From an optimization exercise on the open Yosys and OpenROAD flow, aimed at small area; shortcuts taken in it are not production practice. The RTL was checked by simulation tests, not by an equivalence proof against the original design. No activity file was given, so power comes from the tool's default toggle rates.

[design/flow/flow/run.sh]
#!/bin/bash
# Standard layout (the standard.sh) with two changes:
#  - the port buffers that ORFS's buffer_ports inserts on every input and output
#    are sky130_fd_sc_hd__buf_1;
#  - synthesis maps the logic with flow/abc_area.script (an area-oriented ABC
#    script) instead of ORFS's abc_area.script. Everything else, registers
#    included, is the standard synthesis.
set -euo pipefail
here=$(pwd)
mkdir -p scripts
for f in "$FLOW_HOME"/scripts/*; do ln -sf "$f" scripts/; done
rm -f scripts/abc_area.script
cp flow/abc_area.script scripts/abc_area.script
bash standard.sh SCRIPTS_DIR="$here/scripts" \
  BUFFER_PORTS_ARGS="-buffer_cell sky130_fd_sc_hd__buf_1" finish > orfs_make.log 2>&1
[design/flow/flow/abc_area.script]
strash
&get -n
&st
&syn2
&dch
&nf
&put
topo
stime -c
upsize -c
dnsize -c
[design/flow/standard.sh]
#!/bin/bash
# synth_recipe.tcl (not shown) runs the flow's synth.tcl, then flattens the netlist and writes it again
# the make line also repeats each setting of config.mk as NAME=value (left out here)
make -C /OpenROAD-flow-scripts/flow DESIGN_CONFIG=/design/flow/config.mk WORK_HOME=/design/flow/orfs CLKGATE_MAP_FILE= SYNTH_SCRIPT=/design/flow/synth_recipe.tcl "${@:-finish}"
[design/flow/config.mk]
export PLATFORM = sky130hd
export DESIGN_NAME = MotionDetection
export DESIGN_NICKNAME = MotionDetection
export VERILOG_FILES = /design/flow/design.v
export SDC_FILE = /design/flow/constraint.sdc
export NUM_CORES = 8
export LEC_CHECK = 0
export ABC_AREA = 1
export CAP_MARGIN = 20
export CORE_AREA = 5 5 435 435
export CTS_CLUSTER_DIAMETER = 150
export CTS_CLUSTER_SIZE = 22
export DIE_AREA = 0 0 440 440
export PLACE_DENSITY = 0.92
export SLEW_MARGIN = 20
[design/flow/constraint.sdc]
create_clock -name core_clock -period 10.0 [get_ports {clk}]
set_input_delay 2.0000 -clock core_clock [delete_from_list [all_inputs] [get_ports {clk}]]
set_output_delay 2.0000 -clock core_clock [all_outputs]
set_load 0.01 [all_outputs]
[design/flow/design.v]
module md_sad8(a, b, s, c, p);
  input [63:0] a;
  input [63:0] b;
  output [10:0] s;
  output [10:0] c;
  output [3:0] p;
  wire ns1 = a[0] ^ b[0];
  wire nc2 = a[0] & b[0];
  wire ns3 = a[1] ^ b[1] ^ nc2;
  wire nc4 = (a[1] & b[1]) | (a[1] & nc2) | (b[1] & nc2);
  wire ns5 = a[2] ^ b[2] ^ nc4;
  wire nc6 = (a[2] & b[2]) | (a[2] & nc4) | (b[2] & nc4);
  wire ns7 = a[3] ^ b[3] ^ nc6;
  wire nc8 = (a[3] & b[3]) | (a[3] & nc6) | (b[3] & nc6);
  wire ns9 = a[4] ^ b[4] ^ nc8;
  wire nc10 = (a[4] & b[4]) | (a[4] & nc8) | (b[4] & nc8);
  wire ns11 = a[5] ^ b[5] ^ nc10;
  wire nc12 = (a[5] & b[5]) | (a[5] & nc10) | (b[5] & nc10);
  wire ns13 = a[6] ^ b[6] ^ nc12;
  wire nc14 = (a[6] & b[6]) | (a[6] & nc12) | (b[6] & nc12);
  wire ns15 = a[7] ^ b[7] ^ nc14;
  wire nc16 = (a[7] & b[7]) | (a[7] & nc14) | (b[7] & nc14);
  wire nv17 = ns1 ^ ~nc16;
  wire nv18 = ns3 ^ ~nc16;
  wire nv19 = ns5 ^ ~nc16;
  wire nv20 = ns7 ^ ~nc16;
  wire nv21 = ns9 ^ ~nc16;
  wire nv22 = ns11 ^ ~nc16;
  wire nv23 = ns13 ^ ~nc16;
  wire nv24 = ns15 ^ ~nc16;
  wire ns25 = a[8] ^ b[8];
  wire nc26 = a[8] & b[8];
  wire ns27 = a[9] ^ b[9] ^ nc26;
  wire nc28 = (a[9] & b[9]) | (a[9] & nc26) | (b[9] & nc26);
  wire ns29 = a[10] ^ b[10] ^ nc28;
  wire nc30 = (a[10] & b[10]) | (a[10] & nc28) | (b[10] & nc28);
  wire ns31 = a[11] ^ b[11] ^ nc30;
  wire nc32 = (a[11] & b[11]) | (a[11] & nc30) | (b[11] & nc30);
  wire ns33 = a[12] ^ b[12] ^ nc32;
  wire nc34 = (a[12] & b[12]) | (a[12] & nc32) | (b[12] & nc32);
  wire ns35 = a[13] ^ b[13] ^ nc34;
  wire nc36 = (a[13] & b[13]) | (a[13] & nc34) | (b[13] & nc34);
  wire ns37 = a[14] ^ b[14] ^ nc36;
  wire nc38 = (a[14] & b[14]) | (a[14] & nc36) | (b[14] & nc36);
  wire ns39 = a[15] ^ b[15] ^ nc38;
  wire nc40 = (a[15] & b[15]) | (a[15] & nc38) | (b[15] & nc38);
  wire nv41 = ns25 ^ ~nc40;
  wire nv42 = ns27 ^ ~nc40;
  wire nv43 = ns29 ^ ~nc40;
  wire nv44 = ns31 ^ ~nc40;
  wire nv45 = ns33 ^ ~nc40;
  wire nv46 = ns35 ^ ~nc40;
  wire nv47 = ns37 ^ ~nc40;
  wire nv48 = ns39 ^ ~nc40;
  wire ns49 = a[16] ^ b[16];
  wire nc50 = a[16] & b[16];
  wire ns51 = a[17] ^ b[17] ^ nc50;
  wire nc52 = (a[17] & b[17]) | (a[17] & nc50) | (b[17] & nc50);
  wire ns53 = a[18] ^ b[18] ^ nc52;
  wire nc54 = (a[18] & b[18]) | (a[18] & nc52) | (b[18] & nc52);
  wire ns55 = a[19] ^ b[19] ^ nc54;
  wire nc56 = (a[19] & b[19]) | (a[19] & nc54) | (b[19] & nc54);
  wire ns57 = a[20] ^ b[20] ^ nc56;
  wire nc58 = (a[20] & b[20]) | (a[20] & nc56) | (b[20] & nc56);
  wire ns59 = a[21] ^ b[21] ^ nc58;
  wire nc60 = (a[21] & b[21]) | (a[21] & nc58) | (b[21] & nc58);
  wire ns61 = a[22] ^ b[22] ^ nc60;
  wire nc62 = (a[22] & b[22]) | (a[22] & nc60) | (b[22] & nc60);
  wire ns63 = a[23] ^ b[23] ^ nc62;
  wire nc64 = (a[23] & b[23]) | (a[23] & nc62) | (b[23] & nc62);
  wire nv65 = ns49 ^ ~nc64;
  wire nv66 = ns51 ^ ~nc64;
  wire nv67 = ns53 ^ ~nc64;
  wire nv68 = ns55 ^ ~nc64;
  wire nv69 = ns57 ^ ~nc64;
  wire nv70 = ns59 ^ ~nc64;
  wire nv71 = ns61 ^ ~nc64;
  wire nv72 = ns63 ^ ~nc64;
  wire ns73 = a[24] ^ b[24];
  wire nc74 = a[24] & b[24];
  wire ns75 = a[25] ^ b[25] ^ nc74;
  wire nc76 = (a[25] & b[25]) | (a[25] & nc74) | (b[25] & nc74);
  wire ns77 = a[26] ^ b[26] ^ nc76;
  wire nc78 = (a[26] & b[26]) | (a[26] & nc76) | (b[26] & nc76);
  wire ns79 = a[27] ^ b[27] ^ nc78;
  wire nc80 = (a[27] & b[27]) | (a[27] & nc78) | (b[27] & nc78);
  wire ns81 = a[28] ^ b[28] ^ nc80;
  wire nc82 = (a[28] & b[28]) | (a[28] & nc80) | (b[28] & nc80);
  wire ns83 = a[29] ^ b[29] ^ nc82;
  wire nc84 = (a[29] & b[29]) | (a[29] & nc82) | (b[29] & nc82);
  wire ns85 = a[30] ^ b[30] ^ nc84;
  wire nc86 = (a[30] & b[30]) | (a[30] & nc84) | (b[30] & nc84);
  wire ns87 = a[31] ^ b[31] ^ nc86;
  wire nc88 = (a[31] & b[31]) | (a[31] & nc86) | (b[31] & nc86);
  wire nv89 = ns73 ^ ~nc88;
  wire nv90 = ns75 ^ ~nc88;
  wire nv91 = ns77 ^ ~nc88;
  wire nv92 = ns79 ^ ~nc88;
  wire nv93 = ns81 ^ ~nc88;
  wire nv94 = ns83 ^ ~nc88;
  wire nv95 = ns85 ^ ~nc88;
  wire nv96 = ns87 ^ ~nc88;
  wire ns97 = a[32] ^ b[32];
  wire nc98 = a[32] & b[32];
  wire ns99 = a[33] ^ b[33] ^ nc98;
  wire nc100 = (a[33] & b[33]) | (a[33] & nc98) | (b[33] & nc98);
  wire ns101 = a[34] ^ b[34] ^ nc100;
  wire nc102 = (a[34] & b[34]) | (a[34] & nc100) | (b[34] & nc100);
  wire ns103 = a[35] ^ b[35] ^ nc102;
  wire nc104 = (a[35] & b[35]) | (a[35] & nc102) | (b[35] & nc102);
  wire ns105 = a[36] ^ b[36] ^ nc104;
  wire nc106 = (a[36] & b[36]) | (a[36] & nc104) | (b[36] & nc104);
  wire ns107 = a[37] ^ b[37] ^ nc106;
  wire nc108 = (a[37] & b[37]) | (a[37] & nc106) | (b[37] & nc106);
  wire ns109 = a[38] ^ b[38] ^ nc108;
  wire nc110 = (a[38] & b[38]) | (a[38] & nc108) | (b[38] & nc108);
  wire ns111 = a[39] ^ b[39] ^ nc110;
  wire nc112 = (a[39] & b[39]) | (a[39] & nc110) | (b[39] & nc110);
  wire nv113 = ns97 ^ ~nc112;
  wire nv114 = ns99 ^ ~nc112;
  wire nv115 = ns101 ^ ~nc112;
  wire nv116 = ns103 ^ ~nc112;
  wire nv117 = ns105 ^ ~nc112;
  wire nv118 = ns107 ^ ~nc112;
  wire nv119 = ns109 ^ ~nc112;
  wire nv120 = ns111 ^ ~nc112;
  wire ns121 = a[40] ^ b[40];
  wire nc122 = a[40] & b[40];
  wire ns123 = a[41] ^ b[41] ^ nc122;
  wire nc124 = (a[41] & b[41]) | (a[41] & nc122) | (b[41] & nc122);
  wire ns125 = a[42] ^ b[42] ^ nc124;
  wire nc126 = (a[42] & b[42]) | (a[42] & nc124) | (b[42] & nc124);
  wire ns127 = a[43] ^ b[43] ^ nc126;
  wire nc128 = (a[43] & b[43]) | (a[43] & nc126) | (b[43] & nc126);
  wire ns129 = a[44] ^ b[44] ^ nc128;
  wire nc130 = (a[44] & b[44]) | (a[44] & nc128) | (b[44] & nc128);
  wire ns131 = a[45] ^ b[45] ^ nc130;
  wire nc132 = (a[45] & b[45]) | (a[45] & nc130) | (b[45] & nc130);
  wire ns133 = a[46] ^ b[46] ^ nc132;
  wire nc134 = (a[46] & b[46]) | (a[46] & nc132) | (b[46] & nc132);
  wire ns135 = a[47] ^ b[47] ^ nc134;
  wire nc136 = (a[47] & b[47]) | (a[47] & nc134) | (b[47] & nc134);
  wire nv137 = ns121 ^ ~nc136;
  wire nv138 = ns123 ^ ~nc136;
  wire nv139 = ns125 ^ ~nc136;
  wire nv140 = ns127 ^ ~nc136;
  wire nv141 = ns129 ^ ~nc136;
  wire nv142 = ns131 ^ ~nc136;
  wire nv143 = ns133 ^ ~nc136;
  wire nv144 = ns135 ^ ~nc136;
  wire ns145 = a[48] ^ b[48];
  wire nc146 = a[48] & b[48];
  wire ns147 = a[49] ^ b[49] ^ nc146;
  wire nc148 = (a[49] & b[49]) | (a[49] & nc146) | (b[49] & nc146);
  wire ns149 = a[50] ^ b[50] ^ nc148;
  wire nc150 = (a[50] & b[50]) | (a[50] & nc148) | (b[50] & nc148);
  wire ns151 = a[51] ^ b[51] ^ nc150;
  wire nc152 = (a[51] & b[51]) | (a[51] & nc150) | (b[51] & nc150);
  wire ns153 = a[52] ^ b[52] ^ nc152;
  wire nc154 = (a[52] & b[52]) | (a[52] & nc152) | (b[52] & nc152);
  wire ns155 = a[53] ^ b[53] ^ nc154;
  wire nc156 = (a[53] & b[53]) | (a[53] & nc154) | (b[53] & nc154);
  wire ns157 = a[54] ^ b[54] ^ nc156;
  wire nc158 = (a[54] & b[54]) | (a[54] & nc156) | (b[54] & nc156);
  wire ns159 = a[55] ^ b[55] ^ nc158;
  wire nc160 = (a[55] & b[55]) | (a[55] & nc158) | (b[55] & nc158);
  wire nv161 = ns145 ^ ~nc160;
  wire nv162 = ns147 ^ ~nc160;
  wire nv163 = ns149 ^ ~nc160;
  wire nv164 = ns151 ^ ~nc160;
  wire nv165 = ns153 ^ ~nc160;
  wire nv166 = ns155 ^ ~nc160;
  wire nv167 = ns157 ^ ~nc160;
  wire nv168 = ns159 ^ ~nc160;
  wire ns169 = a[56] ^ b[56];
  wire nc170 = a[56] & b[56];
  wire ns171 = a[57] ^ b[57] ^ nc170;
  wire nc172 = (a[57] & b[57]) | (a[57] & nc170) | (b[57] & nc170);
  wire ns173 = a[58] ^ b[58] ^ nc172;
  wire nc174 = (a[58] & b[58]) | (a[58] & nc172) | (b[58] & nc172);
  wire ns175 = a[59] ^ b[59] ^ nc174;
  wire nc176 = (a[59] & b[59]) | (a[59] & nc174) | (b[59] & nc174);
  wire ns177 = a[60] ^ b[60] ^ nc176;
  wire nc178 = (a[60] & b[60]) | (a[60] & nc176) | (b[60] & nc176);
  wire ns179 = a[61] ^ b[61] ^ nc178;
  wire nc180 = (a[61] & b[61]) | (a[61] & nc178) | (b[61] & nc178);
  wire ns181 = a[62] ^ b[62] ^ nc180;
  wire nc182 = (a[62] & b[62]) | (a[62] & nc180) | (b[62] & nc180);
  wire ns183 = a[63] ^ b[63] ^ nc182;
  wire nc184 = (a[63] & b[63]) | (a[63] & nc182) | (b[63] & nc182);
  wire nv185 = ns169 ^ ~nc184;
  wire nv186 = ns171 ^ ~nc184;
  wire nv187 = ns173 ^ ~nc184;
  wire nv188 = ns175 ^ ~nc184;
  wire nv189 = ns177 ^ ~nc184;
  wire nv190 = ns179 ^ ~nc184;
  wire nv191 = ns181 ^ ~nc184;
  wire nv192 = ns183 ^ ~nc184;
  wire ns193 = nv113 ^ nv137 ^ nv161;
  wire nc194 = (nv113 & nv137) | (nv113 & nv161) | (nv137 & nv161);
  wire ns195 = nv17 ^ nv185 ^ nv41;
  wire nc196 = (nv17 & nv185) | (nv17 & nv41) | (nv185 & nv41);
  wire ns197 = nv114 ^ nv138 ^ nv162;
  wire nc198 = (nv114 & nv138) | (nv114 & nv162) | (nv138 & nv162);
  wire ns199 = nv18 ^ nv186 ^ nv42;
  wire nc200 = (nv18 & nv186) | (nv18 & nv42) | (nv186 & nv42);
  wire ns201 = nv115 ^ nv139 ^ nv163;
  wire nc202 = (nv115 & nv139) | (nv115 & nv163) | (nv139 & nv163);
  wire ns203 = nv187 ^ nv19 ^ nv43;
  wire nc204 = (nv187 & nv19) | (nv187 & nv43) | (nv19 & nv43);
  wire ns205 = nv116 ^ nv140 ^ nv164;
  wire nc206 = (nv116 & nv140) | (nv116 & nv164) | (nv140 & nv164);
  wire ns207 = nv188 ^ nv20 ^ nv44;
  wire nc208 = (nv188 & nv20) | (nv188 & nv44) | (nv20 & nv44);
  wire ns209 = nv117 ^ nv141 ^ nv165;
  wire nc210 = (nv117 & nv141) | (nv117 & nv165) | (nv141 & nv165);
  wire ns211 = nv189 ^ nv21 ^ nv45;
  wire nc212 = (nv189 & nv21) | (nv189 & nv45) | (nv21 & nv45);
  wire ns213 = nv118 ^ nv142 ^ nv166;
  wire nc214 = (nv118 & nv142) | (nv118 & nv166) | (nv142 & nv166);
  wire ns215 = nv190 ^ nv22 ^ nv46;
  wire nc216 = (nv190 & nv22) | (nv190 & nv46) | (nv22 & nv46);
  wire ns217 = nv119 ^ nv143 ^ nv167;
  wire nc218 = (nv119 & nv143) | (nv119 & nv167) | (nv143 & nv167);
  wire ns219 = nv191 ^ nv23 ^ nv47;
  wire nc220 = (nv191 & nv23) | (nv191 & nv47) | (nv23 & nv47);
  wire ns221 = nv120 ^ nv144 ^ nv168;
  wire nc222 = (nv120 & nv144) | (nv120 & nv168) | (nv144 & nv168);
  wire ns223 = nv192 ^ nv24 ^ nv48;
  wire nc224 = (nv192 & nv24) | (nv192 & nv48) | (nv24 & nv48);
  wire ns225 = nv65 ^ nv89 ^ ns193;
  wire nc226 = (nv65 & nv89) | (nv65 & ns193) | (nv89 & ns193);
  wire ns227 = nv66 ^ nv90 ^ nc194;
  wire nc228 = (nv66 & nv90) | (nv66 & nc194) | (nv90 & nc194);
  wire ns229 = nc196 ^ ns197 ^ ns199;
  wire nc230 = (nc196 & ns197) | (nc196 & ns199) | (ns197 & ns199);
  wire ns231 = nv67 ^ nv91 ^ nc198;
  wire nc232 = (nv67 & nv91) | (nv67 & nc198) | (nv91 & nc198);
  wire ns233 = nc200 ^ ns201 ^ ns203;
  wire nc234 = (nc200 & ns201) | (nc200 & ns203) | (ns201 & ns203);
  wire ns235 = nv68 ^ nv92 ^ nc202;
  wire nc236 = (nv68 & nv92) | (nv68 & nc202) | (nv92 & nc202);
  wire ns237 = nc204 ^ ns205 ^ ns207;
  wire nc238 = (nc204 & ns205) | (nc204 & ns207) | (ns205 & ns207);
  wire ns239 = nv69 ^ nv93 ^ nc206;
  wire nc240 = (nv69 & nv93) | (nv69 & nc206) | (nv93 & nc206);
  wire ns241 = nc208 ^ ns209 ^ ns211;
  wire nc242 = (nc208 & ns209) | (nc208 & ns211) | (ns209 & ns211);
  wire ns243 = nv70 ^ nv94 ^ nc210;
  wire nc244 = (nv70 & nv94) | (nv70 & nc210) | (nv94 & nc210);
  wire ns245 = nc212 ^ ns213 ^ ns215;
  wire nc246 = (nc212 & ns213) | (nc212 & ns215) | (ns213 & ns215);
  wire ns247 = nv71 ^ nv95 ^ nc214;
  wire nc248 = (nv71 & nv95) | (nv71 & nc214) | (nv95 & nc214);
  wire ns249 = nc216 ^ ns217 ^ ns219;
  wire nc250 = (nc216 & ns217) | (nc216 & ns219) | (ns217 & ns219);
  wire ns251 = nv72 ^ nv96 ^ nc218;
  wire nc252 = (nv72 & nv96) | (nv72 & nc218) | (nv96 & nc218);
  wire ns253 = nc220 ^ ns221 ^ ns223;
  wire nc254 = (nc220 & ns221) | (nc220 & ns223) | (ns221 & ns223);
  wire ns255 = nc226 ^ ns227 ^ ns229;
  wire nc256 = (nc226 & ns227) | (nc226 & ns229) | (ns227 & ns229);
  wire ns257 = nc228 ^ nc230 ^ ns231;
  wire nc258 = (nc228 & nc230) | (nc228 & ns231) | (nc230 & ns231);
  wire ns259 = nc232 ^ nc234 ^ ns235;
  wire nc260 = (nc232 & nc234) | (nc232 & ns235) | (nc234 & ns235);
  wire ns261 = nc236 ^ nc238 ^ ns239;
  wire nc262 = (nc236 & nc238) | (nc236 & ns239) | (nc238 & ns239);
  wire ns263 = nc240 ^ nc242 ^ ns243;
  wire nc264 = (nc240 & nc242) | (nc240 & ns243) | (nc242 & ns243);
  wire ns265 = nc244 ^ nc246 ^ ns247;
  wire nc266 = (nc244 & nc246) | (nc244 & ns247) | (nc246 & ns247);
  wire ns267 = nc248 ^ nc250 ^ ns251;
  wire nc268 = (nc248 & nc250) | (nc248 & ns251) | (nc250 & ns251);
  wire ns269 = nc222 ^ nc224 ^ nc252;
  wire nc270 = (nc222 & nc224) | (nc222 & nc252) | (nc224 & nc252);
  wire ns271 = ns233 ^ nc256 ^ ns257;
  wire nc272 = (ns233 & nc256) | (ns233 & ns257) | (nc256 & ns257);
  wire ns273 = ns237 ^ nc258 ^ ns259;
  wire nc274 = (ns237 & nc258) | (ns237 & ns259) | (nc258 & ns259);
  wire ns275 = ns241 ^ nc260 ^ ns261;
  wire nc276 = (ns241 & nc260) | (ns241 & ns261) | (nc260 & ns261);
  wire ns277 = ns245 ^ nc262 ^ ns263;
  wire nc278 = (ns245 & nc262) | (ns245 & ns263) | (nc262 & ns263);
  wire ns279 = ns249 ^ nc264 ^ ns265;
  wire nc280 = (ns249 & nc264) | (ns249 & ns265) | (nc264 & ns265);
  wire ns281 = ns253 ^ nc266 ^ ns267;
  wire nc282 = (ns253 & nc266) | (ns253 & ns267) | (nc266 & ns267);
  wire ns283 = nc254 ^ nc268 ^ ns269;
  wire nc284 = (nc254 & nc268) | (nc254 & ns269) | (nc268 & ns269);
  wire ns285 = nc112 ^ nc136 ^ nc16;
  wire nc286 = (nc112 & nc136) | (nc112 & nc16) | (nc136 & nc16);
  wire ns287 = nc160 ^ nc184 ^ nc40;
  wire nc288 = (nc160 & nc184) | (nc160 & nc40) | (nc184 & nc40);
  wire ns289 = nc64 ^ nc88;
  wire nc290 = nc64 & nc88;
  wire ns291 = ns289 ^ ns285 ^ ns287;
  wire nc292 = (ns289 & ns285) | (ns289 & ns287) | (ns285 & ns287);
  wire ns293 = nc290 ^ nc286 ^ nc288;
  wire nc294 = (nc290 & nc286) | (nc290 & nc288) | (nc286 & nc288);
  wire ns295 = nc292 ^ ns293;
  wire nc296 = nc292 & ns293;
  wire ns297 = nc294 ^ nc296;
  wire nc298 = nc294 & nc296;
  assign p = {nc298,ns297,ns295,ns291};
  assign s = {1'b0,nc284,nc282,nc280,nc278,nc276,nc274,nc272,ns271,ns255,ns195};
  assign c = {1'b0,nc270,ns283,ns281,ns279,ns277,ns275,ns273,1'b0,1'b0,ns225};
endmodule
module md_acc(a, x, z, p, y);
  input [15:0] a;
  input [10:0] x;
  input [10:0] z;
  input [3:0] p;
  output [15:0] y;
  wire ms1 = a[0] ^ p[0] ^ x[0];
  wire mc2 = (a[0] & p[0]) | (a[0] & x[0]) | (p[0] & x[0]);
  wire ms3 = a[1] ^ p[1] ^ x[1];
  wire mc4 = (a[1] & p[1]) | (a[1] & x[1]) | (p[1] & x[1]);
  wire ms5 = a[2] ^ p[2] ^ x[2];
  wire mc6 = (a[2] & p[2]) | (a[2] & x[2]) | (p[2] & x[2]);
  wire ms7 = a[3] ^ p[3] ^ x[3];
  wire mc8 = (a[3] & p[3]) | (a[3] & x[3]) | (p[3] & x[3]);
  wire ms9 = a[4] ^ x[4] ^ z[4];
  wire mc10 = (a[4] & x[4]) | (a[4] & z[4]) | (x[4] & z[4]);
  wire ms11 = a[5] ^ x[5] ^ z[5];
  wire mc12 = (a[5] & x[5]) | (a[5] & z[5]) | (x[5] & z[5]);
  wire ms13 = a[6] ^ x[6] ^ z[6];
  wire mc14 = (a[6] & x[6]) | (a[6] & z[6]) | (x[6] & z[6]);
  wire ms15 = a[7] ^ x[7] ^ z[7];
  wire mc16 = (a[7] & x[7]) | (a[7] & z[7]) | (x[7] & z[7]);
  wire ms17 = a[8] ^ x[8] ^ z[8];
  wire mc18 = (a[8] & x[8]) | (a[8] & z[8]) | (x[8] & z[8]);
  wire ms19 = a[9] ^ x[9] ^ z[9];
  wire mc20 = (a[9] & x[9]) | (a[9] & z[9]) | (x[9] & z[9]);
  wire ms21 = a[10] ^ x[10] ^ z[10];
  wire mc22 = (a[10] & x[10]) | (a[10] & z[10]) | (x[10] & z[10]);
  wire ms23 = z[1] ^ mc2 ^ ms3;
  wire mc24 = (z[1] & mc2) | (z[1] & ms3) | (mc2 & ms3);
  wire ms25 = z[2] ^ mc4 ^ ms5;
  wire mc26 = (z[2] & mc4) | (z[2] & ms5) | (mc4 & ms5);
  wire ms27 = z[3] ^ mc6 ^ ms7;
  wire mc28 = (z[3] & mc6) | (z[3] & ms7) | (mc6 & ms7);
  wire ms29 = mc8 ^ ms9 ^ mc28;
  wire mc30 = (mc8 & ms9) | (mc8 & mc28) | (ms9 & mc28);
  wire ms31 = mc10 ^ ms11 ^ mc30;
  wire mc32 = (mc10 & ms11) | (mc10 & mc30) | (ms11 & mc30);
  wire ms33 = mc12 ^ ms13 ^ mc32;
  wire mc34 = (mc12 & ms13) | (mc12 & mc32) | (ms13 & mc32);
  wire ms35 = mc14 ^ ms15 ^ mc34;
  wire mc36 = (mc14 & ms15) | (mc14 & mc34) | (ms15 & mc34);
  wire ms37 = mc16 ^ ms17 ^ mc36;
  wire mc38 = (mc16 & ms17) | (mc16 & mc36) | (ms17 & mc36);
  wire ms39 = mc18 ^ ms19 ^ mc38;
  wire mc40 = (mc18 & ms19) | (mc18 & mc38) | (ms19 & mc38);
  wire ms41 = mc20 ^ ms21 ^ mc40;
  wire mc42 = (mc20 & ms21) | (mc20 & mc40) | (ms21 & mc40);
  wire ms43 = a[11] ^ mc22 ^ mc42;
  wire mc44 = (a[11] & mc22) | (a[11] & mc42) | (mc22 & mc42);
  wire ms45 = z[0] ^ ms1;
  wire mc46 = z[0] & ms1;
  wire ms47 = ms23 ^ mc46;
  wire mc48 = ms23 & mc46;
  wire ms49 = mc24 ^ ms25 ^ mc48;
  wire mc50 = (mc24 & ms25) | (mc24 & mc48) | (ms25 & mc48);
  wire ms51 = mc26 ^ ms27 ^ mc50;
  wire mc52 = (mc26 & ms27) | (mc26 & mc50) | (ms27 & mc50);
  wire ms53 = ms29 ^ mc52;
  wire mc54 = ms29 & mc52;
  wire ms55 = ms31 ^ mc54;
  wire mc56 = ms31 & mc54;
  wire ms57 = ms33 ^ mc56;
  wire mc58 = ms33 & mc56;
  wire ms59 = ms35 ^ mc58;
  wire mc60 = ms35 & mc58;
  wire ms61 = ms37 ^ mc60;
  wire mc62 = ms37 & mc60;
  wire ms63 = ms39 ^ mc62;
  wire mc64 = ms39 & mc62;
  wire ms65 = ms41 ^ mc64;
  wire mc66 = ms41 & mc64;
  wire ms67 = ms43 ^ mc66;
  wire mc68 = ms43 & mc66;
  wire ms69 = mc44 ^ a[12] ^ mc68;
  wire mc70 = (mc44 & a[12]) | (mc44 & mc68) | (a[12] & mc68);
  wire ms71 = a[13] ^ mc70;
  wire mc72 = a[13] & mc70;
  wire ms73 = a[14] ^ mc72;
  wire mc74 = a[14] & mc72;
  wire ms75 = a[15] ^ mc74;
  wire mc76 = a[15] & mc74;
  assign y = {ms75,ms73,ms71,ms69,ms67,ms65,ms63,ms61,ms59,ms57,ms55,ms53,ms51,ms49,ms47,ms45};
endmodule
module MotionDetection(clk, ena, rst, din1, din2, dout, state, count,
                       sr_we, sr_addr, sr_wdata, sr_rdata,
                       cr_we, cr_addr, cr_wdata, cr_rdata);
input [31:0] din1, din2;
input clk, ena, rst;
input [3:0] state;
output [31:0] dout;
input [8:0] count;
output [11:0]  sr_we;
output [83:0]  sr_addr;
output [383:0] sr_wdata;
input  [383:0] sr_rdata;
output [3:0]   cr_we;
output [27:0]  cr_addr;
output [127:0] cr_wdata;
input  [127:0] cr_rdata;
reg        page;           
reg  [3:0] slot;           
reg  [5:0] loc;            
reg  [5:0] cx, cy;         
reg  [5:0] bestx, besty;
reg [15:0] bestsad;
reg [15:0] acc0, acc1, acc2;
reg [10:0] ps0, pc0, ps1, pc1, ps2, pc2;    
reg  [3:0] pp0, pp1, pp2;                   
reg        act1, first1, act2, first2;      
reg  [5:0] mvx, mvy;
assign dout = {10'b0, mvx, 10'b0, mvy};
genvar t;
integer i;
wire ld_c  = (count >= 9'd48)  && (count < 9'd112);
wire ld_01 = (count >= 9'd160) && (count < 9'd224);
wire ld_11 = (count >= 9'd272) && (count < 9'd336);
wire ld_12 = (count >= 9'd384) && (count < 9'd448);
wire ld_21 = (count >= 9'd448);
wire [3:0] lr = count[5:2] + (ld_c ? 4'd4 : ld_01 ? 4'd8 : ld_11 ? 4'd12 : 4'd0);
wire [1:0] lk = count[1:0];
wire tx0 = ld_c  | ld_11 | ld_12;
wire tx1 = ld_01 | ld_11 | ld_21;
wire tx2 = ld_01 | ld_12 | ld_21;
wire [1:0] ty0 = ld_c  ? 2'd0 : ld_11 ? 2'd1 : 2'd2;
wire [1:0] ty1 = ld_01 ? 2'd0 : ld_11 ? 2'd1 : 2'd2;
wire [1:0] ty2 = ld_01 ? 2'd0 : ld_12 ? 2'd1 : 2'd2;
wire [31:0] wd2   = ld_12 ? din1 : din2;        
wire [31:0] bus01 = lk[1] ? din1 : din2;
wire [31:0] bus23 = lk[1] ? din2 : wd2;
wire [31:0] bus45 = lk[1] ? wd2  : din1;
reg  [5:0] lwe;
reg  [6:0] laddr [0:5];
always @* begin
  lwe[0] = (tx0 & lk == 2'd0) | (tx1 & lk == 2'd2);
  laddr[0] = lk[1] ? {1'b1, ty1, lr} : {1'b0, ty0, lr};
  lwe[1] = (tx0 & lk == 2'd1) | (tx1 & lk == 2'd3);
  laddr[1] = lk[1] ? {1'b1, ty1, lr} : {1'b0, ty0, lr};
  lwe[2] = (tx0 & lk == 2'd2) | (tx2 & lk == 2'd0);
  laddr[2] = lk[1] ? {1'b0, ty0, lr} : {1'b1, ty2, lr};
  lwe[3] = (tx0 & lk == 2'd3) | (tx2 & lk == 2'd1);
  laddr[3] = lk[1] ? {1'b0, ty0, lr} : {1'b1, ty2, lr};
  lwe[4] = (tx1 & lk == 2'd0) | (tx2 & lk == 2'd2);
  laddr[4] = lk[1] ? {1'b1, ty2, lr} : {1'b0, ty1, lr};
  lwe[5] = (tx1 & lk == 2'd1) | (tx2 & lk == 2'd3);
  laddr[5] = lk[1] ? {1'b1, ty2, lr} : {1'b0, ty1, lr};
end
wire [1:0] step = (slot >= 4'd9) ? 2'd3 : (slot >= 4'd6) ? 2'd2 : (slot >= 4'd3) ? 2'd1 : 2'd0;
wire [1:0] grow = slot - {step, 1'b0} - {2'b0, step};    
wire       run  = (slot < 4'd12);
wire       last = (loc == ((grow == 2'd2 || slot == 4'd0) ? 6'd36 : 6'd34));
always @(posedge clk) begin
  if (ena) begin
    if (count == 9'd511) begin
      slot <= 4'd0;
      loc <= 6'd0;
    end else if (run & last) begin
      if (slot != 4'd0 || count == 9'd111) begin
        slot <= slot + 4'd1;
        loc <= 6'd0;
      end
    end else if (run) begin
      loc <= loc + 6'd1;
    end
  end
end
wire st0 = (step == 2'd0), st1 = (step == 2'd1), st2 = (step == 2'd2), st3 = (step == 2'd3);
wire [5:0] s = {2'b0, st0, st1, st2, st3};
wire [5:0] xl = cx - s;
wire [5:0] xr = cx + s;
wire       act = run & (loc < 6'd32);
wire [3:0] rr = loc[4:1];
wire       rh = loc[0];
wire [5:0] gy = cy + (grow == 2'd0 ? -s : grow == 2'd1 ? 6'd0 : s);    
wire [5:0] ry = gy + {2'b0, rr};
wire [5:0] xb = xl + {1'b0, rh, 3'b0};        
wire [3:0] q0 = xb[5:2];
wire       cv = xl[2];
generate
for (t = 0; t < 12; t = t + 1) begin : sr
  localparam M = t % 6;
  wire ldset = (t < 6) ? ~page : page;       
  assign sr_we[t] = ena & ldset & lwe[M];
  assign sr_addr[7*t+6:7*t] = ldset ? laddr[M] : {(q0 > M), ry};
  assign sr_wdata[32*t+31:32*t] = (M < 2) ? bus01 : (M < 4) ? bus23 : bus45;
end
for (t = 0; t < 2; t = t + 1) begin : cr
  assign cr_we[t] = ena & ld_c;
  assign cr_addr[7*t+6:7*t] = ld_c ? {page, lk[0] ^ t[0], lr, lk[1]} : {~page, cv, rr, rh};
  assign cr_wdata[32*t+31:32*t] = ~din1;
end
endgenerate
assign cr_we[3:2] = 2'b00;
assign cr_addr[27:14] = 14'd0;
assign cr_wdata[127:64] = 128'd0;
reg  [5:0] base0, base1, base2;    
reg  [1:0] st1r, dd;               
always @(posedge clk) begin
  base0 <= xl + {1'b0, rh, 3'b0};
  base1 <= cx + {1'b0, rh, 3'b0};
  base2 <= xr + {1'b0, rh, 3'b0};
  st1r <= step;
  dd <= xl[1:0];
  act1 <= act;
  first1 <= act & (loc == 6'd0);
  act2 <= act1;
  first2 <= first1;
end
wire sd0 = (st1r == 2'd0), sd1 = (st1r == 2'd1), sd2 = (st1r == 2'd2), sd3 = (st1r == 2'd3);
wire [31:0] wset [0:5];
generate
for (t = 0; t < 6; t = t + 1) begin : ws
  assign wset[t] = page ? sr_rdata[32*t+31:32*t] : sr_rdata[32*(t+6)+31:32*(t+6)];
end
endgenerate
wire [3:0] rl = {sd3 & dd[1], sd3 & ~dd[1], sd2, sd0 | sd1};          
wire [2:0] rc = {sd1 | sd2 | (sd3 & dd[1]), sd3 & ~dd[1], sd0};        
wire [3:0] rq = {sd3 & dd[1], sd3 & ~dd[1], sd2, sd0 | sd1};          
wire [7:0] cl8 [0:7];
generate
for (t = 0; t < 8; t = t + 1) begin : cl
  wire [31:0] cw = cr_rdata[32*(t/4)+31:32*(t/4)];
  assign cl8[t] = cw[31-8*(t%4) -: 8];
end
endgenerate
wire [63:0] wa0, wa1, wa2, cb0, cb1, cb2;
function [2:0] mod3oh; input [2:0] v;
  mod3oh = {v == 3'd2 || v == 3'd5, v == 3'd1 || v == 3'd4, v == 3'd0 || v == 3'd3};
endfunction
function [7:0] therm; input [2:0] v;    
  therm = ~(8'hff << v);
endfunction
wire [2:0] bk0 = mod3oh(base0[5:3]), bk1 = mod3oh(base1[5:3]), bk2 = mod3oh(base2[5:3]);
wire [7:0] th0 = therm(base0[2:0]), th1 = therm(base1[2:0]), th2 = therm(base2[2:0]);
generate
for (t = 0; t < 8; t = t + 1) begin : lane
  wire [2:0] o0 = th0[t] ? {bk0[1:0], bk0[2]} : bk0;
  wire [2:0] o1 = th1[t] ? {bk1[1:0], bk1[2]} : bk1;
  wire [2:0] o2 = th2[t] ? {bk2[1:0], bk2[2]} : bk2;
  localparam G = t / 4, B = t % 4;
  wire [7:0] wb0 = wset[G][31-8*B -: 8];
  wire [7:0] wb1 = wset[G+2][31-8*B -: 8];
  wire [7:0] wb2 = wset[G+4][31-8*B -: 8];
  assign wa0[8*t+7:8*t] = ({8{o0[0]}} & wb0) | ({8{o0[1]}} & wb1) | ({8{o0[2]}} & wb2);
  assign wa1[8*t+7:8*t] = ({8{o1[0]}} & wb0) | ({8{o1[1]}} & wb1) | ({8{o1[2]}} & wb2);
  assign wa2[8*t+7:8*t] = ({8{o2[0]}} & wb0) | ({8{o2[1]}} & wb1) | ({8{o2[2]}} & wb2);
  assign cb0[8*t+7:8*t] = ({8{rl[0]}} & cl8[t]) | ({8{rl[1]}} & cl8[(t+6)%8]) |
                          ({8{rl[2]}} & cl8[(t+7)%8]) | ({8{rl[3]}} & cl8[(t+5)%8]);
  assign cb1[8*t+7:8*t] = ({8{rc[0]}} & cl8[t]) | ({8{rc[1]}} & cl8[(t+6)%8]) |
                          ({8{rc[2]}} & cl8[(t+4)%8]);
  assign cb2[8*t+7:8*t] = ({8{rq[0]}} & cl8[t]) | ({8{rq[1]}} & cl8[(t+2)%8]) |
                          ({8{rq[2]}} & cl8[(t+5)%8]) | ({8{rq[3]}} & cl8[(t+3)%8]);
end
endgenerate
wire [10:0] s0, c0, s1, c1, s2, c2;
wire [3:0]  p0, p1, p2;
md_sad8 u0 (.a(wa0), .b(cb0), .s(s0), .c(c0), .p(p0));
md_sad8 u1 (.a(wa1), .b(cb1), .s(s1), .c(c1), .p(p1));
md_sad8 u2 (.a(wa2), .b(cb2), .s(s2), .c(c2), .p(p2));
always @(posedge clk) begin
  ps0 <= s0; pc0 <= c0; pp0 <= p0;
  ps1 <= s1; pc1 <= c1; pp1 <= p1;
  ps2 <= s2; pc2 <= c2; pp2 <= p2;
end
wire [15:0] a0, a1, a2;
md_acc v0 (.a(first2 ? 16'd0 : acc0), .x(ps0), .z(pc0), .p(pp0), .y(a0));
md_acc v1 (.a(first2 ? 16'd0 : acc1), .x(ps1), .z(pc1), .p(pp1), .y(a1));
md_acc v2 (.a(first2 ? 16'd0 : acc2), .x(ps2), .z(pc2), .p(pp2), .y(a2));
always @(posedge clk) begin
  if (ena & act2) begin
    acc0 <= a0;
    acc1 <= a1;
    acc2 <= a2;
  end
end
reg  [4:0]  cpipe;                 
reg  [5:0]  cgy;                   
reg         cg0, cg2;              
always @(posedge clk) begin
  cpipe <= {cpipe[3:0], act & (loc == 6'd31)};
  if (act & (loc == 6'd31)) begin
    cgy <= gy;
    cg0 <= (grow == 2'd0);
    cg2 <= (grow == 2'd2);
  end
end
wire        cmp0 = cpipe[2], cmp1 = cpipe[3], cmp2 = cpipe[4];
wire [15:0] cand = cmp0 ? acc0 : cmp1 ? acc1 : acc2;
wire [15:0] bref = (cmp0 & cg0) ? 16'hffff : bestsad;
wire        lt = (cmp0 | cmp1 | cmp2) & (cand < bref);
wire [5:0]  cxu = cmp0 ? xl : cmp1 ? cx : xr;
wire [5:0]  nbx = lt ? cxu : bestx;
wire [5:0]  nby = lt ? cgy : besty;
always @(posedge clk) begin
  if (ena) begin
    if (lt) begin
      bestsad <= cand;
      bestx <= cxu;
      besty <= cgy;
    end
    if (count == 9'd511) begin
      cx <= 6'd16;
      cy <= 6'd16;
    end else if (cmp2 & cg2) begin
      cx <= nbx;
      cy <= nby;
    end
    if (count == 9'd507) begin
      mvx <= bestx;
      mvy <= besty;
    end
  end
end
always @(posedge clk or negedge rst) begin
  if (~rst)
    page <= 1'b0;
  else if (ena && count == 9'd511)
    page <= ~page;
end
endmodule
==> summary.txt, run 1 <==
Fin Clk Skew = 28.3 ps
number of gates resized after cts = 0
chip width = 440 um
CTS Buf Count = 13
Slew Viols, Final = 0
CTS tree = done
Sink Count = 213
Worst EP arrival = 9750 ps
Max FO, Critical Path = 9
DRC errors left = 0
Worst-path clk slew = 100 ps
Final Cycle Share = 93.2%
largest net degree at the start of global routing = 65
first-pass GRT wire length = 274000 um
maximum root-to-sink buffer count = 3
Synth top area share = 23.8%
GRT Total Usage = 21.0%
dpl hpwl = 188000 um
RD Place Congestion = 1.08
HP Class = reg -> reg
number of core rows = 157
Worst slew margin = 16.9%
DRT iter0 DRCs = 4740
max-cap violations = 0
synthesis-to-finish area growth = 17.7%
Synth Cell Area = 32400 sq um
setup TNS = 0 ps
Area contributors post-synth = fa_1 (24%), buf_4 (11%), edfxtp_1 (11%), dfxtp_1 (5.8%), ha_1 (5.2%)
routed len/inst = 31.2 um
routed wire length = 215000 um
CP startpoint kind = register
register area share after synthesis = 16.8%
Pleak = 13.5 nW
final hold violation count = 0
CTS H-Tree Depth = 1
CTS root buf = clkbuf_16
count leader, synth = buf_4
initial antenna violation count = 46
R2R setup slack = 680 ps
fillers = 20000
DIE AREA = 194000 sq um
Mapped Cells = 3519
post-CTS setup buffers = 0
worst-case reg-to-reg path depth = 17
Critical Path RT = 10430 ps
leading area contributor after synthesis = fa_1
final setup fails = 0
CP Capture Type = register
Final Cell Area = 38100 sq um
Syn Area/Cell = 9.21 sq um
post-synth cell types = 56
Syn. warnings = 2
area of the multi-input gates = 22400 sq um
1st-pass router iterations = 16
RR Startpoint = base0[1]
number of synthesized flops with an enable pin = 118
Vias = 32300
NumNets Final = 5508
layout cell share with drive strength beyond 1 = 4.79%
Ports = 1264
commonest cells in the netlist = buf_4 (479), clkinv_1 (397), fa_1 (385)
Port Buffers = 1095
grt ovf = 0
Core Box Area = 183000 sq um
post-route ant nets = 0
crit path kind = reg -> reg
Clock Latency Late Sink = 500 ps
reg2reg end = pc0[5]
Post-synth ARST share = 0.469%
crit path to = pc0[5]
crit path from = base0[1]
vias per inst = 4.69
Least-Margin Pin Slew = 1250 ps
hold_buf cts = 0
Synth Flop Type = edfxtp_1
Placed Area = 37700 sq um
unrepaired setup endpoints after global routing = false
Peak Freq = 107 MHz
pwr/cell area = 213 nW/um^2
outcome = no timing/DRC/antenna violations
number of global-route vias before repair = 30400
Initial Util = 17.7%
Max IR drop VDD = 0.192 mV
min Tclk post-route = 9320 ps
sequential cell area = 5450 sq um
Die Span Y = 440 um
Seq cells post-synth = 213
## placed cells by master, fill, tap and decap left out, drive strengths merged, types with 51 or more instances in the layout
master  count
xor2       91
mux2       75
xnor2     132
clkinv    397
mux2i     144
o21ai      51
a21oi     167
a22oi      65
buf      1240
a222oi     68
nor2      208
nand3     135
conb      100
nand2     365
dfxtp      94
edfxtp    118
o221ai    186
ha        135
fa        385
## report_power, final
group / switching (mW) / internal (mW) / total, mW
combinational: 3.65 / 2.29 / 5.94
sequential: 0.164 / 1.47 / 1.63
clock: 0.309 / 0.250 / 0.558
total: 4.12 / 4.00 / 8.13
## kinds of logic (layout without fill, tap and decap cells)
group	after synthesis	in the layout	synth area share [%]
buffers and inverters	877	1662	15.7
and+or+nand+nor	833	833	11.2
AOI/OAI and AO/OA	632	632	14.2
adders and majority gates	520	520	29.0
xor gates and xnor gates	224	224	6.10
muxes	219	219	7.05
DFF	213	213	16.8
other	1	129	0.0116
## metrics by stage
step                std cells  power, mW  utilization, %  worst slack [ps]  hold WS (ps)
floorplan                3618       5.45               -               255           310
global placement         6843       7.08            20.5               645           312
detailed placement       6845       7.48            20.6               610           312
CTS                      6867       8.09            20.8               919           331
global route             6869       8.90            20.8               523           342
finish                   6896       8.13            20.8               679           335
## layer usage
| metal | vias to the layer above | share of wire [%] | wire length [um] | global-route usage (%) |
|---|---|---|---|---|
| met4 | 12 | 6.9 | 14900 | 11.6 |
| met3 | 488 | 10 | 22300 | 5.78 |
| li1 | 13500 | - | - | - |
| met1 | 15800 | 33 | 70700 | 22.4 |
| met5 | - | 0.078 | 167 | 0.378 |
| met2 | 2548 | 50 | 107000 | 37.4 |
## how the worst min path moves through the flow
stage	startpoint	to	slack, ps	depth (start not counted)
after floorplan	act1	act2	310	0
after global placement	cpipe[0]	cpipe[1]	310	0
after detailed placement	cpipe[1]	cpipe[2]	310	0
after CTS	cpipe[1]	cpipe[2]	330	0
after global routing	cpipe[1]	cpipe[2]	340	0
final	act1	act2	330	0
## final cells by class
cell class | instances | share of cell area [%]
Inverter | 398 | 3.92
Clock inverter | 2 | 0.0459
Timing Repair Buffer | 1242 | 13.7
Antenna cell | 29 | 0.190
Tap cell | 2464 | 8.08
Multi-Input combinational cell | 2528 | 58.8
Clock buffer | 20 | 0.922
Sequential cell | 213 | 14.3
## sequential cells by signal (all words and copies together) (netlist names), 6 cells and up
| register | flops |
|---|---|
| ps1 | 10 |
| acc2 | 16 |
| mvx | 6 |
| acc1 | 16 |
| loc | 6 |
| ps0 | 10 |
| pc0 | 8 |
| besty | 6 |
| acc0 | 16 |
| mvy | 6 |
| pc2 | 8 |
| ps2 | 10 |
| bestx | 6 |
| cgy | 6 |
| cx | 6 |
| pc1 | 8 |
| cy | 6 |
| base1 | 6 |
| bestsad | 16 |
## critical path, stage by stage, from the launching register on
cell and delay [ps]:
dfxtp_1 1140, nand3_1 580, a21oi_1 710, o221ai_1 290, ha_1 280, fa_1 460, fa_1 470, fa_1 470
fa_1 520, fa_1 540, fa_1 500, fa_1 720, xor2_1 280, fa_1 570, fa_1 550, fa_1 550
clkinv_1 80, fa_1 530
==> run 2: changes to the inputs <==
==> design/flow/flow/run.sh (replaced) <==
#!/bin/bash
# Standard layout (the standard.sh) with three changes:
#  - the port buffers that ORFS's buffer_ports inserts on every input and output
#    are sky130_fd_sc_hd__buf_1;
#  - yosys synth runs with -noabc (SYNTH_ARGS), so the explicit full-adder
#    structure of the RTL reaches extract_fa as written;
#  - the final ABC mapping uses flow/abc_area.script (an area-oriented script)
#    instead of ORFS's abc_area.script.
# Everything else, registers included, is the standard synthesis and layout.
set -euo pipefail
here=$(pwd)
mkdir -p scripts
for f in "$FLOW_HOME"/scripts/*; do ln -sf "$f" scripts/; done
rm -f scripts/abc_area.script
cp flow/abc_area.script scripts/abc_area.script
bash standard.sh SCRIPTS_DIR="$here/scripts" SYNTH_ARGS=-noabc \
  BUFFER_PORTS_ARGS="-buffer_cell sky130_fd_sc_hd__buf_1" finish > orfs_make.log 2>&1
--- a/design/flow/config.mk
+++ b/design/flow/config.mk
@@ -8,3 +8,3 @@
 export ABC_AREA = 1
-export CAP_MARGIN = 20
+export CAP_MARGIN = 5
 export CORE_AREA = 5 5 435 435
@@ -14,2 +14,2 @@
 export PLACE_DENSITY = 0.92
-export SLEW_MARGIN = 20
+export SLEW_MARGIN = 5
==> run 2 against run 1 <==
Net effect: still clean; final cell count decreased by 3.5%; cell area fell by 2.6%; clock power up 0.9%; critical path type is now reg -> out.
==> summary.txt, run 2 <==
outcome = no timing/DRC/antenna violations
Max IR drop VDD = 0.176 mV
number of gates resized after cts = 0
layout cell share with drive strength beyond 1 = 4.35%
Peak Freq = 109 MHz
Synth Flop Type = edfxtp_1
Max FO, Critical Path = 7
Place WS = 717 ps
largest family of logic cells by synthesized area = adder cells
multiplexer share of the synthesized area = 6.96%
commonest non-fill, non-tap cells in the layout = buf_1 (1093), fa_1 (385), nand2_1 (380), nor2_1 (215), xnor2_1 (209)
NumNets Final = 5273
routed len/inst = 30.1 um
min Tclk post-route = 9190 ps
Area contributors post-synth = fa_1 (24%), buf_4 (11%), edfxtp_1 (11%), dfxtp_1 (6.0%), xnor2_1 (5.8%)
CTS tree = done
CP peak stage delay = 840 ps
R2R setup slack = 1090 ps
Syn. warnings = 2
Pleak = 12.9 nW
total chip power = 7.55 mW
xor-xnor portion of the synthesized cell area = 6.35%
Fin Clk Skew = 37.2 ps
unrepaired setup endpoints after global routing = false
reg2reg end = ps1[2]
max-cap violations = 0
HP Class = reg -> reg
post-CTS setup buffers = 0
CP startpoint kind = register
Port Buffers = 1095
GRT Total Usage = 19.4%
initial antenna violation count = 49
cell mode on critical path = ha_1
register area share after synthesis = 17.2%
hold_sp = cpipe[0]
CTS root buf = clkbuf_16
number of global-route vias before repair = 28600
Adder-Cell Fraction of Synth Area = 30.0%
crit path max-delay cell type = xor2_1
most common cell after layout, fill and taps aside = buf_1
vias per inst = 4.61
commonest cells in the netlist = buf_4 (479), fa_1 (385), nand2_1 (380)
Final WS setup = 815 ps
Post-synth ARST share = 0.469%
Ports = 1264
setup TNS = 0 ps
synthesis-to-finish area growth = 17.5%
leading area contributor after synthesis = fa_1
1st-pass router iterations = 12
hold_buf cts = 0
fillers = 20100
Critical Path RT = 8000 ps
count leader, synth = buf_4
Clock Latency Late Sink = 510 ps
worst-case reg-to-reg path depth = 16
simple-gate share of the synthesized area = 12.0%
Syn Area/Cell = 9.56 sq um
CP top delay family = adder cells
post-synth cell types = 51
maximum root-to-sink buffer count = 3
DIE AREA = 194000 sq um
DRC errors left = 0
final setup fails = 0
largest net degree at the start of global routing = 93
CP bufs+invs = 5
Seq cells post-synth = 213
Final Cycle Share = 91.9%
Die Span Y = 440 um
CP Capture Type = output port
Slew Viols, Final = 0
Mapped Cells = 3308
DRT iter0 DRCs = 3815
chip width = 440 um
Core Box Area = 183000 sq um
crit path kind = reg -> out
Vias = 30700
Worst Hold Path Cells = 0
first-pass GRT wire length = 255000 um
number of core rows = 157
Worst slew margin = 15.6%
routed wire length = 200000 um
dpl hpwl = 175000 um
grt ovf = 0
CTS Buf Count = 13
Compound-Gate Fraction of Synth Area = 14.3%
Synth top area share = 24.4%
number of synthesized flops with an enable pin = 118
CTS H-Tree Depth = 1
RD Place Congestion = 1.06
pwr/cell area = 203 nW/um^2
Hold EP = cpipe[1]
final hold violation count = 0
Synth Cell Area = 31600 sq um
Worst-path clk slew = 90 ps
RR Startpoint = base0[1]
Sink Count = 213
post-route ant nets = 0
Worst EP arrival = 7190 ps
Least-Margin Pin Slew = 1230 ps
Initial Util = 17.2%
==> run 2: changes by cell type after synthesis, sizes merged, moves of 12 or more <==
cell,previous run,this run
clkinv,397,148
xnor2,132,210
xor2,91,14
mux2i,144,123
a211oi,22,5
nand2,365,380
nor3,12,27
o221ai,186,171
o21ai,51,65
nand3,135,148
a222oi,68,80
==> run 2: logic make-up after synthesis <==
| logic type | count (synthesis) |
|---|---|
| AOI/OAI and AO/OA | 626 |
| xor gates and xnor gates | 226 |
| adders and majority gates | 528 |
| buffers and inverters | 628 |
| DFF | 213 |
| muxes | 209 |
| other | 1 |
| and+or+nand+nor | 877 |
==> run 2: how the worst max path moves through the flow <==
stage | from | to | slack [ps] | depth (start not counted)
6_report | slot[0] | sr_addr[61] | 810 | 25
4_1_cts | slot[0] | sr_addr[61] | 980 | 25
2_1_floorplan | page | ps2[2] | 220 | 16
3_3_place_gp | sr_rdata[152] | ps2[2] | 780 | 16
5_1_grt | slot[0] | sr_addr[61] | 510 | 25
3_5_place_dp | sr_rdata[152] | ps2[2] | 720 | 16
==> run 2: through the flow <==
stage                     hold WS, ps  utilization [%]  instance area [sq um]  instances
after CTS                         334             20.2                  37100       6624
after global routing              354             20.2                  37100       6636
after global placement            313             20.0                  36700       6602
final                             332             20.2                  37100       6652
after detailed placement          316             20.0                  36700       6602
after floorplan                   310                -                  32000       3407
==> run 2: where the power goes <==
part,internal [mW],leakage (nW),switching (mW)
Combinational,2.24,10.8,3.11
Sequential,1.47,1.89,0.170
Clock,0.250,0.178,0.313
==> run 2: cell type report <==
type / count / area [sq um] / share of cell area [%]
Clock buffer: 20 / 352 / 0.947
Sequential cell: 213 / 5450 / 14.7
Antenna cell: 28 / 70.1 / 0.189
Inverter: 149 / 559 / 1.51
Multi-Input combinational cell: 2566 / 22600 / 60.8
Tap cell: 2464 / 3080 / 8.30
Timing Repair Buffer: 1210 / 5030 / 13.5
Clock inverter: 2 / 17.5 / 0.0472
==> run 2: worst reg2reg max path, stage by stage, from the launching register on <==
cell and delay [ps]:
dfxtp_1 610, and2_2 630, or2_2 660, a222oi_1 720, clkinv_1 230, fa_1 490, fa_1 430, fa_1 470
fa_1 440, fa_1 440, fa_1 440, fa_1 770, xnor2_1 310, fa_1 580, fa_1 560, fa_1 540
fa_1 500
==> run 2: layer usage <==
metal | share of wire [%] | up-vias | wire length (um) | GRT usage, %
li1 | - | 13000 | - | -
met1 | 31 | 14800 | 61000 | 19.1
met2 | 52 | 2334 | 105000 | 36.3
met3 | 7.9 | 511 | 15800 | 3.07
met4 | 9.2 | 14 | 18500 | 14.6
met5 | 0.048 | - | 96 | 0
==> run 3: changes to the inputs <==
--- a/design/flow/config.mk
+++ b/design/flow/config.mk
@@ -8,3 +8,3 @@
 export ABC_AREA = 1
-export CAP_MARGIN = 5
+export CAP_MARGIN = 20
 export CORE_AREA = 5 5 435 435
@@ -14,2 +14,2 @@
 export PLACE_DENSITY = 0.92
-export SLEW_MARGIN = 5
+export SLEW_MARGIN = 20
==> run 3 against run 2 <==
Net effect: still clean; combinational power is essentially flat; wire length grew 0.17%; register-to-register slack lost 90 ps; hold slack gained 3.9 ps; sequential power is essentially flat; count of clock-buffer cells in the layout is the same; sequential share of layout area is essentially flat; die area is the same; critical path depth is the same; clock skew shrank 3.7 ps; flip-flop and latch count is the same.
==> summary.txt, run 3 <==
CP Capture Type = output port
CTS tree = done
Final WS setup = 811 ps
Area contributors post-synth = fa_1 (24%), buf_4 (11%), edfxtp_1 (11%), dfxtp_1 (6.0%), xnor2_1 (5.8%)
most common cell after layout, fill and taps aside = buf_1
number of synthesized flops with an enable pin = 118
RD Place Congestion = 1.06
max-cap violations = 0
fillers = 20100
final hold violation count = 0
vias per inst = 4.64
commonest non-fill, non-tap cells in the layout = buf_1 (1093), fa_1 (385), nand2_1 (380), nor2_1 (215), xnor2_1 (209)
DRC errors left = 0
Placed Area = 36700 sq um
GRT Total Usage = 19.4%
number of core rows = 157
register area share after synthesis = 17.2%
DIE AREA = 194000 sq um
post-CTS setup buffers = 0
Syn Area/Cell = 9.56 sq um
chip width = 440 um
first-pass GRT wire length = 254000 um
largest net degree at the start of global routing = 93
Least-Margin Pin Slew = 1190 ps
cell count after placement = 6604
Port Buffers = 1095
Worst Hold Path Cells = 0
Worst slew margin = 20.4%
Fin Clk Skew = 33.5 ps
Sink Count = 213
Synth Flop Type = edfxtp_1
grt ovf = 0
Place WS = 723 ps
min Tclk post-route = 9190 ps
pwr/cell area = 204 nW/um^2
hold_buf cts = 0
worst-case reg-to-reg path depth = 16
commonest cells in the netlist = buf_4 (479), fa_1 (385), nand2_1 (380)
reg2reg end = pc1[3]
Worst Hold Margin = 336 ps
RR Startpoint = base0[1]
Die Span Y = 440 um
post-synth cell types = 51
Seq cells post-synth = 213
Core Box Area = 183000 sq um
initial antenna violation count = 47
hold_sp = cpipe[0]
synthesis-to-finish area growth = 17.5%
outcome = no timing/DRC/antenna violations
Final Cycle Share = 91.9%
Max FO, Critical Path = 7
final setup fails = 0
routed len/inst = 30.1 um
Peak Freq = 109 MHz
unrepaired setup endpoints after global routing = false
Worst-path clk slew = 90 ps
CTS H-Tree Depth = 1
maximum root-to-sink buffer count = 3
Initial Util = 17.2%
Syn. warnings = 2
Mapped Cells = 3308
number of global-route vias before repair = 28500
routed wire length = 200000 um
1st-pass router iterations = 14
Vias = 30900
CTS root buf = clkbuf_16
leading area contributor after synthesis = fa_1
area of the multi-input gates = 22600 sq um
Synth Cell Area = 31600 sq um
Clock Latency Late Sink = 510 ps
Post-synth ARST share = 0.469%
number of gates resized after cts = 0
CP startpoint kind = register
setup TNS = 0 ps
post-route ant nets = 0
Hold EP = cpipe[1]
CTS Buf Count = 13
Slew Viols, Final = 0
Max IR drop VDD = 0.173 mV
Final Cell Area = 37100 sq um
final std cells w/o fill = 6650
Worst EP arrival = 7190 ps
R2R setup slack = 1000 ps
NumNets Final = 5275
count leader, synth = buf_4
crit path kind = reg -> out
Pleak = 12.9 nW
sequential cell area = 5450 sq um
Ports = 1264
HP Class = reg -> reg
layout cell share with drive strength beyond 1 = 4.40%
Critical Path RT = 8000 ps
DRT iter0 DRCs = 3614
dpl hpwl = 175000 um
Synth top area share = 24.4%
[run 3: metal layers]
| metal | vias to the layer above | part of all wire, % | track usage [%] |
|---|---|---|---|
| met5 | - | 0.041 | 0 |
| met4 | 12 | 8.3 | 13.9 |
| met1 | 15000 | 30 | 19.0 |
| li1 | 13000 | - | - |
| met3 | 516 | 7.9 | 3.08 |
| met2 | 2331 | 53 | 36.7 |
[run 3: layout make-up]
cell class                      count  area share [%]
Antenna cell                       24           0.162
Clock buffer                       20           0.947
Clock inverter                      2          0.0472
Inverter                          149            1.51
Multi-Input combinational cell   2566            60.8
Sequential cell                   213            14.7
Tap cell                         2464            8.30
Timing Repair Buffer             1212            13.6
[run 3: logic make-up (layout without fill, tap and decap cells)]
| kind of cell | after synthesis | in the layout | share of synthesized area (%) |
|---|---|---|---|
| compound gates | 626 | 626 | 14.3 |
| xor+xnor | 226 | 226 | 6.35 |
| fa+ha+maj | 528 | 528 | 30.0 |
| buf+inv | 628 | 1383 | 13.1 |
| flops | 213 | 213 | 17.2 |
| mux | 209 | 209 | 6.96 |
| other cells | 1 | 124 | 0.0119 |
| simple gates | 877 | 877 | 12.0 |
[run 3: worst max-delay path by stage]
stage	depth (start not counted)	endpoint	from
after CTS	25	sr_addr[68]	slot[0]
after global placement	16	ps2[2]	sr_rdata[152]
after global routing	25	sr_addr[61]	slot[0]
after floorplan	16	ps2[2]	page
after detailed placement	16	ps0[2]	sr_rdata[152]
final	25	sr_addr[68]	slot[0]
[run 3: worst max-delay path: stages, from the launching register on]
cell and delay (ps):
edfxtp_1 470, clkinv_1 120, ha_1 140, o21ai_0 70
nand2b_1 310, o21a_1 250, clkinv_1 260, ha_1 390
ha_1 300, clkinv_1 60, ha_1 170, nor2_1 180
xnor2_1 300, nand2_1 200, clkinv_1 110, nand2_1 50
o21ai_0 180, fa_1 580, ha_1 310, a21o_1 180
a21oi_1 210, nor2b_1 70, o21ai_0 210, xor2_1 910
mux2i_1 440, buf_1 240
[run 3: where the power goes]
group          internal, mW  switching [mW]  total (mW)  leakage [nW]
registers              1.46           0.170        1.63          1.89
clock network         0.250           0.309       0.558         0.178
logic                  2.25            3.12        5.37          10.8
total                  3.97            3.60        7.56          12.9
[run 3: stage by stage]
step / power (mW) / util, %
after CTS: 7.52 / 20.2
after global placement: 6.52 / 20.0
after detailed placement: 6.94 / 20.0
final: 7.56 / 20.2
after floorplan: 5.03 / -
after global routing: 8.20 / 20.2
==> run 4: changes to the inputs <==
--- a/design/flow/config.mk
+++ b/design/flow/config.mk
@@ -9,7 +9,7 @@
 export CAP_MARGIN = 20
-export CORE_AREA = 5 5 435 435
+export CORE_AREA = 4 4 428 428
 export CTS_CLUSTER_DIAMETER = 150
 export CTS_CLUSTER_SIZE = 22
-export DIE_AREA = 0 0 440 440
-export PLACE_DENSITY = 0.92
+export DIE_AREA = 0 0 432 432
+export PLACE_DENSITY = 0.95
 export SLEW_MARGIN = 20
==> run 4 against run 3 <==
Net effect: register-to-register slack improved by 190 ps; count of clock-buffer cells in the layout unchanged; still clean; critical path type unchanged; clock skew decreased by 17 ps; power decreased by 0.34%; sequential power about the same; first-iteration DRC count increased by 25%; utilization increased by 0.37 points; global-route usage increased by 0.12 points; largest cell class unchanged; combinational power about the same; critical endpoint is now sr_addr[19].
==> summary.txt, run 4 <==
Post-synth ARST share = 0.469%
Mapped Cells = 3308
DRT iter0 DRCs = 4527
leading area contributor after synthesis = fa_1
largest net degree at the start of global routing = 65
final hold violation count = 0
Synth Flop Type = edfxtp_1
Area contributors post-synth = fa_1 (24%), buf_4 (11%), edfxtp_1 (11%), dfxtp_1 (6.0%), xnor2_1 (5.8%)
Synth Cell Area = 31600 sq um
Core Box Area = 179000 sq um
CTS tree = done
number of gates resized after cts = 0
HP Class = reg -> reg
grt ovf = 0
Final Cycle Share = 92.1%
Critical Path RT = 8000 ps
register area share after synthesis = 17.2%
number of global-route vias before repair = 28400
post-route ant nets = 0
Syn Area/Cell = 9.56 sq um
RR Startpoint = base1[2]
Worst Hold Margin = 337 ps
most common cell after layout, fill and taps aside = buf_1
RD Place Congestion = 1.08
CP Capture Type = output port
hold_sp = first1
DIE AREA = 187000 sq um
CP startpoint kind = register
Pleak = 12.8 nW
Seq cells post-synth = 213
crit path kind = reg -> out
Syn. warnings = 2
min Tclk post-route = 9210 ps
post-synth cell types = 51
DRC errors left = 0
Vias = 30800
Worst slew margin = 20.0%
NumNets Final = 5270
crit path from = slot[0]
Max FO, Critical Path = 7
post-CTS setup buffers = 0
final setup fails = 0
dpl hpwl = 169000 um
total chip power = 7.54 mW
number of core rows = 155
GRT Total Usage = 19.5%
CTS Buf Count = 13
Die Span Y = 432 um
setup TNS = 0 ps
layout cell share with drive strength beyond 1 = 3.73%
Fin Clk Skew = 16.7 ps
fillers = 19600
commonest non-fill, non-tap cells in the layout = buf_1 (1094), fa_1 (385), nand2_1 (380), nor2_1 (215), xnor2_1 (209)
Worst-path clk slew = 100 ps
chip width = 432 um
Least-Margin Pin Slew = 1200 ps
max-cap violations = 0
unrepaired setup endpoints after global routing = false
Synth top area share = 24.4%
CTS H-Tree Depth = 1
Port Buffers = 1095
1st-pass router iterations = 17
vias per inst = 4.72
Final Cell Area = 36800 sq um
CTS root buf = clkbuf_16
Max IR drop VDD = 0.184 mV
routed len/inst = 29.7 um
Sink Count = 213
Worst EP arrival = 7210 ps
hold_buf cts = 0
Initial Util = 17.7%
Slew Viols, Final = 0
number of synthesized flops with an enable pin = 118
outcome = no timing/DRC/antenna violations
pwr/cell area = 205 nW/um^2
routed wire length = 194000 um
initial antenna violation count = 47
synthesis-to-finish area growth = 16.5%
commonest cells in the netlist = buf_4 (479), fa_1 (385), nand2_1 (380)
count leader, synth = buf_4
maximum root-to-sink buffer count = 3
Placed Area = 36400 sq um
first-pass GRT wire length = 247000 um
Ports = 1264
Clock Latency Late Sink = 480 ps
Peak Freq = 109 MHz
## run 4: changes by cell type in the layout (fill, tap and decap cells not counted), moves of 2 or more
cell,delta
a21oi_2,-19
a21oi_4,-2
diode_2,-5
buf_12,-3
a21oi_1,+21
## run 4: worst paths after layout
path                                    end  slack (ps)  cells past startpoint
worst max-delay path            sr_addr[19]         790                     24
worst min-delay path                 first2         340                      0
worst max register to register       pc1[3]        1190                     16
worst min register to register       first2         340                      0
max in group asynchronous              page        8620                      1
min in group asynchronous              page        1270                      1
## run 4: cell families after synthesis
kind of cell	Yosys count	share of synthesized area, %
AND/OR/NAND/NOR	877	12.0
adder cells (fa/ha/maj)	528	30.0
XOR/XNOR	226	6.35
other	1	0.0119
buffers and inverters	628	13.1
multiplexers	209	6.96
AO/OA/AOI/OAI	626	14.3
flip-flops	213	17.2
## run 4: final cells by class
| class | count | area [sq um] | area share [%] |
|---|---|---|---|
| diodes | 19 | 47.5 | 0.129 |
| clock buffers | 20 | 352 | 0.955 |
| clock inverters | 1 | 8.76 | 0.0238 |
| inverters | 149 | 559 | 1.52 |
| multi-input cells | 2566 | 22500 | 61.1 |
| flip-flops and latches | 213 | 5450 | 14.8 |
| well taps | 2355 | 2950 | 8.00 |
| repair buffers | 1207 | 4970 | 13.5 |
## run 4: critical path: stages (launching register included)
cell,delay (ps)
edfxtp_1,480
clkinv_1,130
ha_1,150
o21ai_0,80
nand2b_1,320
o21a_1,260
clkinv_1,280
ha_1,390
ha_1,280
clkinv_1,60
ha_1,180
nor2_1,180
xnor2_1,310
nand2_1,200
clkinv_1,90
nand2_1,50
o21ai_0,190
ha_1,320
nand3_1,100
nor2_1,60
a2111oi_0,710
xnor3_1,540
xor2_1,650
mux2i_1,480
buf_1,240
## run 4: report_power, final
part / internal, mW / total (mW) / switching [mW]
Combinational: 2.27 / 5.38 / 3.11
Clock: 0.247 / 0.539 / 0.292
Sequential: 1.46 / 1.62 / 0.153
Total: 3.98 / 7.54 / 3.56
## run 4: through the flow
step           setup WS [ps]  std cells  util [%]
6_report                 785       6530      20.6
5_1_grt                  524       6519      20.6
4_1_cts                  971       6511      20.6
3_5_place_dp             807       6490      20.4
3_3_place_gp             850       6490      20.4
2_1_floorplan            216       3407         -
## run 4: layer usage
metal / global-route usage (%) / vias up / wire length [um]
met4: 12.7 / 22 / 16500
met2: 37.4 / 2413 / 103000
li1: - / 13000 / -
met3: 3.10 / 542 / 15000
met5: 0 / - / 171
met1: 19.2 / 14800 / 59400

-- afterwards: timing with drivers on the ports --
The results above use ideal ports. As a check the final layouts listed here were re-extracted and re-timed, cells and wires unchanged.
Step 1 assumes that a clkbuf_16 drives the clock port and a buf_2 every other input.
Step 2 also shifts input and output timing later by t, the mid clock arrival at the registers, as if the neighbouring blocks saw the same clock.
Slacks: ideal ports / drivers / drivers and shift; pairs: ideal ports / drivers.
run	shift t [ns]	setup slack, ns	cell pins on the clock port's net
run 1	0.573	0.679 / 0.679 / 0.483	1
run 2	0.551	0.815 / 0.758 / 0.687	1
run 3	0.542	0.811 / 0.757 / 0.656	1
run 4	0.544	0.785 / 0.717 / 0.745	1
After both steps every run listed still meets setup and hold. For run 1, which loses most, drivers alone change the setup slack by 0.000 ns; drivers and shift together by -0.196 ns.
